Context: an optimization exercise on an open-source flow, tuned for small area, a short achievable clock period and few clock cycles per item. The choices shown serve that exercise and are no tape-out recipe. At most, simulation tests tie the RTL to the original design; equivalence was not proved. No activity file was given, so power comes from the tool's default toggle rates.

## MIPS_DLX
module MIPS_DLX(
	input clock,
	input reset,
	output [9:0] imem_addr,
	input [31:0] imem_data,
	output [9:0] dmem_addr,
	output [31:0] dmem_wdata,
	output dmem_we,
	input [31:0] dmem_rdata
	);
Size: roughly 4,500 cells after synthesis, ~1,200 flip-flops, roughly 120 I/O pins, roughly 56,000 um2 of cells after synthesis.
clock: 9.0 ns
lec_check: 0
cap_margin: 20
core_margin: 2
core_utilization: 40
cts_cluster_diameter: 100
cts_cluster_size: 20
setup_slack_margin: 5
slew_margin: 20
standard.sh (not shown) runs the stock make flow with config.mk's settings and CLKGATE_MAP_FILE= SYNTH_SCRIPT=/design/flow/synth_recipe.tcl, a recipe that flattens the netlist after the stock synthesis.
==> flow/flow/run.sh <==
#!/bin/bash
set -euo pipefail
cd "$(dirname "$0")/.."
bash standard.sh SETUP_SLACK_MARGIN=5.55 finish > orfs_make.log 2>&1
Testbench counts at the start, summed over its fixed seeds: cycles 129,100, instrs 122,234.
Change:
==> flow/flow/run.sh (replaced) <==
#!/bin/bash
set -euo pipefail
cd "$(dirname "$0")/.."
bash standard.sh ADDER_MAP_FILE= SETUP_SLACK_MARGIN=5.4 finish > orfs_make.log 2>&1
Cell area falls by 4.7%.
Setup slack is worse by 0.43 ns.
Core utilization falls by 1.4 points.
Change:
==> flow/flow/run.sh (replaced) <==
#!/bin/bash
set -euo pipefail
cd "$(dirname "$0")/.."
bash standard.sh SETUP_SLACK_MARGIN=5.4 finish > orfs_make.log 2>&1
Via count is higher by 3.7%.
Non-clock buffer count is higher by 13.
Cell area is higher by 2.7%.
Hold slack gets worse by 0.028 ns.
Synthesized area is higher by 2.1%.
Register-to-register slack gets better by 0.11 ns.
Synthesized cell count is higher by 4.2%.

========
Another version of the RTL of MIPS_DLX (not shown whole).
For scale: ~4500 cells after synthesis, ~1200 flip-flops, roughly 120 I/O pins, ~56000 um^2 of cells after synthesis.
==> flow/config.mk <==
export PLATFORM = sky130hd
export DESIGN_NAME = MIPS_DLX
export DESIGN_NICKNAME = MIPS_DLX
export VERILOG_FILES = /design/flow/design.v
export SDC_FILE = /design/flow/constraint.sdc
export NUM_CORES = 8
export LEC_CHECK = 0
export CAP_MARGIN = 20
export CORE_MARGIN = 2
export CORE_UTILIZATION = 40
export CTS_CLUSTER_DIAMETER = 100
export CTS_CLUSTER_SIZE = 20
export SETUP_SLACK_MARGIN = 5
export SLEW_MARGIN = 20
==> flow/constraint.sdc <==
create_clock -name core_clock -period 9.0 [get_ports {clock}]
set_input_delay 1.8000 -clock core_clock [delete_from_list [all_inputs] [get_ports {clock}]]
set_output_delay 1.8000 -clock core_clock [all_outputs]
set_load 0.01 [all_outputs]
==> flow/flow/run.sh <==
#!/bin/bash
set -euo pipefail
cd "$(dirname "$0")/.."
bash standard.sh SETUP_SLACK_MARGIN=5.4 finish > orfs_make.log 2>&1
The first run went through all stages and came out clean.
Testbench counts at the start, summed over its fixed seeds: cycles 129,100, instrs 122,234.
Edit:
==> flow/flow/run.sh (replaced) <==
#!/bin/bash
set -euo pipefail
cd "$(dirname "$0")/.."
bash standard.sh ADDER_MAP_FILE= SETUP_SLACK_MARGIN=5.4 finish > orfs_make.log 2>&1
Outcome:
- synthesized cell count came out lower by 4.3%
- area after synthesis came out lower by 1.1%
- worst hold slack barely changes
- sequential power came out higher by about 1%

========
Another version of the RTL of MIPS_DLX (not shown whole).
For scale: ~4600 cells after synthesis, about 1100 flip-flops, about 120 I/O pins, ~55000 um^2 of cells after synthesis.
make LEC_CHECK=0 ABC_CLOCK_PERIOD_IN_PS=4000 CAP_MARGIN=20 CORE_MARGIN=2 CORE_UTILIZATION=50 CTS_BUF_LIST=sky130_fd_sc_hd__clkbuf_8 SETUP_SLACK_MARGIN=5 SLEW_MARGIN=20 finish   # period 9.0 ns
run.sh (not shown) runs the stock make flow with config.mk's settings and CLKGATE_MAP_FILE= SYNTH_SCRIPT=/design/flow/synth_recipe.tcl, a recipe that flattens the netlist after the stock synthesis.
Stock flow here: none of the scripts above is used.
Edit:
- ABC_CLOCK_PERIOD_IN_PS: 4000 -> unset
- CORE_UTILIZATION: 50 -> 40
- CTS_BUF_LIST: sky130_fd_sc_hd__clkbuf_8 -> unset
- SETUP_SLACK_MARGIN: 5 -> unset
Register-to-register slack degrades by 1.8 ns.
Total power falls by about 6%.
Maximum frequency falls by 16%.
Critical path depth is unchanged.
Hold slack improves by 0.0067 ns.
Routed wire length falls by 6.8%.
Count of clock-buffer cells in the layout falls by 66.
Cell count falls by 1.6%.
Via count falls by 6.8%.
Worst setup slack degrades by 1.0 ns.
No functional check of the RTL was part of any run of this note.

========
pepper:
The RTL this note starts from:
==> flow/design.v <==
`timescale 1ns / 1ps
module ksadd #(parameter W = 32, parameter L = 5) (   
	input [W-1:0] a,
	input [W-1:0] b,
	input ci,
	output [W-1:0] s,
	output co
	);
wire [W-1:0] p0 = a ^ b;
wire [W-1:0] g [0:L];
wire [W-1:0] p [0:L];
assign g[0] = (a & b) | {{(W-1){1'b0}}, p0[0] & ci};
assign p[0] = p0;
genvar l, i;
generate
	for (l = 0; l < L; l = l + 1) begin : lvl
		for (i = 0; i < W; i = i + 1) begin : bit_
			if (i >= (1 << l)) begin : m
				assign g[l+1][i] = g[l][i] | (p[l][i] & g[l][i-(1<<l)]);
				assign p[l+1][i] = p[l][i] & p[l][i-(1<<l)];
			end else begin : c
				assign g[l+1][i] = g[l][i];
				assign p[l+1][i] = p[l][i];
			end
		end
	end
endgenerate
wire [W:0] c = {g[L], ci};
assign s = p0 ^ c[W-1:0];
assign co = c[W];
endmodule
`timescale 1ns / 1ps
module alu(
	input [31:0] a,
	input [31:0] bx,
	input sub,
	input sel_add,
	input sel_logic,
	input sel_shift,
	input sel_slt,
	input [1:0] lop,
	input sltu,
	input sleft,
	input sarith,
	input sfull,
	output [31:0] y
	);
wire [31:0] sum;
wire cout;
ksadd #(32) add (.a(a), .b(bx), .ci(sub), .s(sum), .co(cout));
wire [32:0] s33 = {cout, sum};
wire b31 = bx[31] ^ sub;
wire lt = sltu ? ~s33[32] : ((a[31] ^ b31) ? a[31] : s33[31]);
reg [31:0] lg;
always @* begin
	case (lop)
		2'b00: lg = a & bx;
		2'b01: lg = a | bx;
		2'b10: lg = a ^ bx;
		default: lg = ~(a | bx);
	endcase
end
wire fill = sarith & a[31];
wire big = sfull & (|bx[31:5]);
reg [31:0] xin, xrev;
integer k;
always @* begin
	for (k = 0; k < 32; k = k + 1)
		xin[k] = sleft ? a[31-k] : a[k];
end
wire [63:0] xs = {{32{fill}}, xin} >> bx[4:0];
always @* begin
	for (k = 0; k < 32; k = k + 1)
		xrev[k] = xs[31-k];
end
wire shr = sel_shift & ~sleft & ~big;
wire shl = sel_shift & sleft & ~big;
wire shf = sel_shift & big & fill;
assign y = ({32{sel_add}} & sum)
         | ({32{sel_logic}} & lg)
         | ({32{shr}} & xs[31:0])
         | ({32{shl}} & xrev)
         | {32{shf}}
         | {31'b0, sel_slt & lt};
endmodule
`timescale 1ns / 1ps
module MIPS_DLX(
	input clock,
	input reset,
	output [9:0] imem_addr,
	input [31:0] imem_data,
	output [9:0] dmem_addr,
	output [31:0] dmem_wdata,
	output dmem_we,
	input [31:0] dmem_rdata
	);
reg [9:0]  pc;
reg        d_v;             
reg [31:0] d_ir;
reg [31:1] d_sa;            
reg [31:1] d_sb;            
reg        d_lbyp;          
reg        d_bpa, d_bpb;    
reg        d_wen;           
reg [4:0]  d_wa;
reg        d_pt;            
reg [9:0]  d_alt;           
reg        e_wen;
reg [4:0]  e_wa;
reg        e_load, e_store, e_br, e_bne, e_pt;
reg        e_addi;          
reg [9:0]  e_alt;
reg [9:0]  e_addr;          
reg [31:0] e_a;             
reg [31:0] e_b;             
reg        e_sub, e_sadd, e_slog, e_ssh, e_sslt, e_sltu, e_sleft, e_sarith, e_sfull;
reg [1:0]  e_lop;
wire [31:0] alu_y;
alu ALU (
	.a(e_a), .bx(e_b),
	.sub(e_sub), .sel_add(e_sadd), .sel_logic(e_slog), .sel_shift(e_ssh), .sel_slt(e_sslt),
	.lop(e_lop), .sltu(e_sltu), .sleft(e_sleft), .sarith(e_sarith), .sfull(e_sfull),
	.y(alu_y)
	);
assign dmem_addr  = e_addr;
assign dmem_wdata = e_b;
assign dmem_we    = e_store;
wire [31:0] e_res = alu_y | (dmem_rdata & {32{e_load}});
wire e_taken = e_bne ^ (e_a == e_b);
wire mispredict = e_br & (e_taken ^ e_pt);
wire [31:0] o_x = e_a ^ e_b;
wire [31:0] o_c = {e_a[30:1] | e_b[30:1], e_a[0] & e_b[0], 1'b1};
wire e_one = e_addi & (o_x == o_c);
reg [31:1] one_r;
genvar go_;
generate
	for (go_ = 1; go_ < 32; go_ = go_ + 1) begin : one_w
		always @(posedge clock)
			if (e_wen && e_wa == go_)
				one_r[go_] <= e_one;
	end
endgenerate
wire [5:0] op = d_ir[31:26];
wire [5:0] fn = d_ir[5:0];
wire d_rtype = ~op[5] & ~op[3] & ~op[2] & ~op[1];
wire d_br    = ~op[5] & ~op[3] &  op[2];
wire d_immal = ~op[5] &  op[3];
wire d_load  =  op[5] & ~op[3];
wire d_store =  op[5] &  op[3];
reg [31:0] rf [1:31];
genvar g;
generate
	for (g = 1; g < 32; g = g + 1) begin : wr
		always @(posedge clock)
			if (e_wen && e_wa == g)
				rf[g] <= e_res;
	end
endgenerate
reg [31:0] rf_a0, rf_b;
integer i;
always @* begin
	rf_a0 = 32'b0;
	rf_b = 32'b0;
	for (i = 1; i < 32; i = i + 1) begin
		rf_a0 = rf_a0 | ({32{d_sa[i]}} & rf[i]);
		rf_b = rf_b | ({32{d_sb[i]}} & rf[i]);
	end
end
wire [31:0] rf_a = rf_a0 | ({32{d_lbyp}} & dmem_rdata);
wire byp_a = d_bpa & e_wen;
wire byp_b = d_bpb & e_wen;
wire stall = d_v & op[5] & byp_a & ~e_load;
wire go = d_v & ~stall & ~mispredict;
wire [31:0] d_a = ({32{byp_a}} & e_res) | ({32{~byp_a}} & rf_a);
wire d_useimm = d_immal | d_load;
wire d_sext = ~(d_immal & op[2]);
wire d_sub = d_rtype ? (fn[5] & fn[1] & (fn[3] | ~fn[2])) : (d_immal & ~op[2] & op[1]);
wire [31:0] d_imm = {{16{d_sext & d_ir[15]}}, d_ir[15:0]};
wire bpb_n = byp_b & ~d_useimm & ~d_sub;
wire bpb_i = byp_b & ~d_useimm & d_sub;
wire [31:0] d_b0 = ((d_useimm ? d_imm : rf_b) ^ {32{d_sub}}) & {32{~(byp_b & ~d_useimm)}};
wire [31:0] d_b = ({32{bpb_n}} & e_res) | ({32{bpb_i}} & ~e_res) | d_b0;
wire d_addi = d_immal & ~op[2] & ~op[1];
wire d_fuse_ok = d_v & d_addi & (d_ir[15:0] == 16'hffff) & d_wen & ~byp_a;
wire d_addi_zero = |(d_sa & one_r);
wire [9:0] d_addr;
ksadd #(10, 4) add_ad (.a(rf_a[9:0]), .b(d_ir[9:0]), .ci(1'b0), .s(d_addr), .co());
always @(posedge clock) begin
	if (reset) begin
		e_wen   <= 1'b0;
		e_load  <= 1'b0;
		e_store <= 1'b0;
		e_br    <= 1'b0;
	end else begin
		e_wen   <= go & d_wen;
		e_load  <= go & d_load;
		e_store <= go & d_store;
		e_br    <= go & d_br;
	end
end
always @(posedge clock) begin
	e_wa     <= d_wa;
	e_bne    <= op[0];
	e_addi   <= d_addi;
	e_pt     <= d_pt;
	e_alt    <= d_alt;
	e_addr   <= d_addr;
	e_a      <= d_a;
	e_b      <= d_b;
	e_sub    <= d_sub;
	e_sadd   <= d_rtype ? (fn[5] & ~fn[3] & ~fn[2]) : (d_immal & ~op[2] & ~op[1]);
	e_slog   <= d_rtype ? (fn[5] & ~fn[3] & fn[2]) : (d_immal & op[2]);
	e_ssh    <= d_rtype & ~fn[5];
	e_sslt   <= d_rtype ? (fn[5] & fn[3]) : (d_immal & ~op[2] & op[1]);
	e_lop    <= d_rtype ? fn[1:0] : op[1:0];
	e_sltu   <= d_rtype & fn[0];
	e_sleft  <= ~fn[1];
	e_sarith <= fn[0];
	e_sfull  <= ~fn[2];
end
assign imem_addr = pc;
wire [31:0] ins = imem_data;
wire [5:0] f_op = ins[31:26];
wire [4:0] f_rs = ins[25:21];
wire [4:0] f_rt = ins[20:16];
wire [4:0] f_rd = ins[15:11];
wire f_rtype = ~f_op[5] & ~f_op[3] & ~f_op[2] & ~f_op[1];
wire f_j     = ~f_op[5] & ~f_op[3] & ~f_op[2] &  f_op[1];
wire f_br    = ~f_op[5] & ~f_op[3] &  f_op[2];
wire f_writes = f_rtype | (~f_op[5] & f_op[3]) | (f_op[5] & ~f_op[3]);
wire [4:0] f_wa = f_rtype ? f_rd : f_rt;
wire f_wen = f_writes & (f_wa != 5'd0);
wire [9:0] pc_inc = pc + 10'd1;
wire [9:0] pc_br;
ksadd #(10, 4) add_br (.a(pc), .b(ins[9:0]), .ci(1'b0), .s(pc_br), .co());
wire f_fuse = f_br & (f_rt == 5'd0) & (f_rs == d_wa) & d_fuse_ok;
wire f_pt_static = ins[9] | (f_op[0] ^ (f_rs == f_rt));
wire f_pt = f_fuse ? (f_op[0] ^ d_addi_zero) : f_pt_static;
wire f_lbyp = d_v & d_load & d_wen & (d_wa == f_rs);
reg [31:1] f_sa, f_sb;
integer k;
always @* begin
	for (k = 1; k < 32; k = k + 1)
		f_sa[k] = (f_rs == k);
	for (k = 1; k < 32; k = k + 1)
		f_sb[k] = (f_rt == k);
end
reg [9:0] pc_next;
always @* begin
	if (mispredict)            pc_next = e_alt;
	else if (stall)            pc_next = pc;
	else if (f_j)              pc_next = ins[9:0];
	else if (f_br & f_pt)      pc_next = pc_br;
	else                       pc_next = pc_inc;
end
always @(posedge clock) begin
	if (reset) begin
		pc  <= 10'd0;
		d_v <= 1'b0;
	end else begin
		pc <= pc_next;
		if (mispredict)
			d_v <= 1'b0;
		else if (!stall)
			d_v <= 1'b1;
	end
end
always @(posedge clock) begin
	if (!stall) begin
		d_ir  <= ins;
		d_sa  <= f_sa & ~{31{f_lbyp}};
		d_sb  <= f_sb;
		d_lbyp <= f_lbyp;
		d_bpa <= d_v & d_wen & (d_wa == f_rs);
		d_bpb <= d_v & d_wen & (d_wa == f_rt);
		d_wen <= f_wen;
		d_wa  <= f_wa;
		d_pt  <= f_pt;
		d_alt <= f_pt ? pc_inc : pc_br;
	end
end
endmodule
Settings: LEC_CHECK=0, CAP_MARGIN=20, CORE_MARGIN=2, CORE_UTILIZATION=40, CTS_CLUSTER_DIAMETER=100, CTS_CLUSTER_SIZE=20, SETUP_SLACK_MARGIN=5, SLEW_MARGIN=20; clock period 9.0 ns.
standard.sh (not shown) runs the stock make flow with config.mk's settings and CLKGATE_MAP_FILE= SYNTH_SCRIPT=/design/flow/synth_recipe.tcl, a recipe that flattens the netlist after the stock synthesis.
==> flow/flow/run.sh <==
#!/bin/bash
set -euo pipefail
cd "$(dirname "$0")/.."
bash standard.sh SETUP_SLACK_MARGIN=5.4 finish > orfs_make.log 2>&1
pepper finished all stages; the layout is clean.
Testbench counts of pepper, summed over its fixed seeds: cycles 125,917, instrs 122,234.
Edits applied to the flow inputs when going from pepper to nickel:
==> flow/flow/run.sh <==
#!/bin/bash
set -euo pipefail
cd "$(dirname "$0")/.."
bash standard.sh SETUP_SLACK_MARGIN=5.5 finish > orfs_make.log 2>&1
### Flow results
- nickel completed; timing, DRC and antenna clean
- The run showing the smaller post-cts gate resize count is pepper.
- Sort nickel and pepper by highest attainable clock frequency asc -> top: nickel
- Of nickel and pepper, the run reporting the lower final area was pepper.
- Between nickel and pepper, it is nickel whose number of nets in the finished design is higher, by 121.

[port drivers added, routing unchanged]
The results above use ideal ports. As a check the final layouts listed here were re-extracted and re-timed, cells and wires unchanged. Step 1: set_driving_cell puts a clkbuf_16 on clock and a buf_2 on each other input, an assumption about the parent block. Step 2 adds t to the input delays and takes it off the output delays; t is the mean of the earliest and latest rising clock arrival at the registers after step 1. Input paths then give back, and output paths get back, about the clock's delay inside the block. Slacks: no drivers / after step 1 / after step 2; pairs: no drivers / after step 1.
| run | t (ns) | slack for setup (ns) | clock arrival spread, ns | cell pins on the clock port's net |
|---|---|---|---|---|
| the first run of note 1 | 0.764 | 5.196 / 5.196 / 4.556 | 0.043 / 0.043 | 1 |
| the second run of note 1 | 0.764 | 4.767 / 4.792 / 4.027 | 0.043 / 0.043 | 1 |
| the third run of note 1 | 0.805 | 5.212 / 5.212 / 4.599 | 0.044 / 0.045 | 1 |
| the first run of note 2 | 0.797 | 5.240 / 5.240 / 4.717 | 0.044 / 0.044 | 1 |
| the second run of note 2 | 0.784 | 4.822 / 4.845 / 4.061 | 0.036 / 0.036 | 1 |
| the first run of note 3 | 0.958 | 3.707 / 3.639 / 3.850 | 0.045 / 0.045 | 1 |
| the second run of note 3 | 0.813 | 2.708 / 2.708 / 2.708 | 0.043 / 0.044 | 1 |
| pepper | 0.787 | 5.237 / 5.237 / 4.528 | 0.041 / 0.042 | 1 |
| nickel | 0.783 | 5.199 / 5.199 / 4.497 | 0.044 / 0.044 | 1 |
After both steps every run listed still meets setup and hold. For the second run of note 2, which loses most, drivers alone change the setup slack by +0.023 ns; drivers and shift together by -0.761 ns.
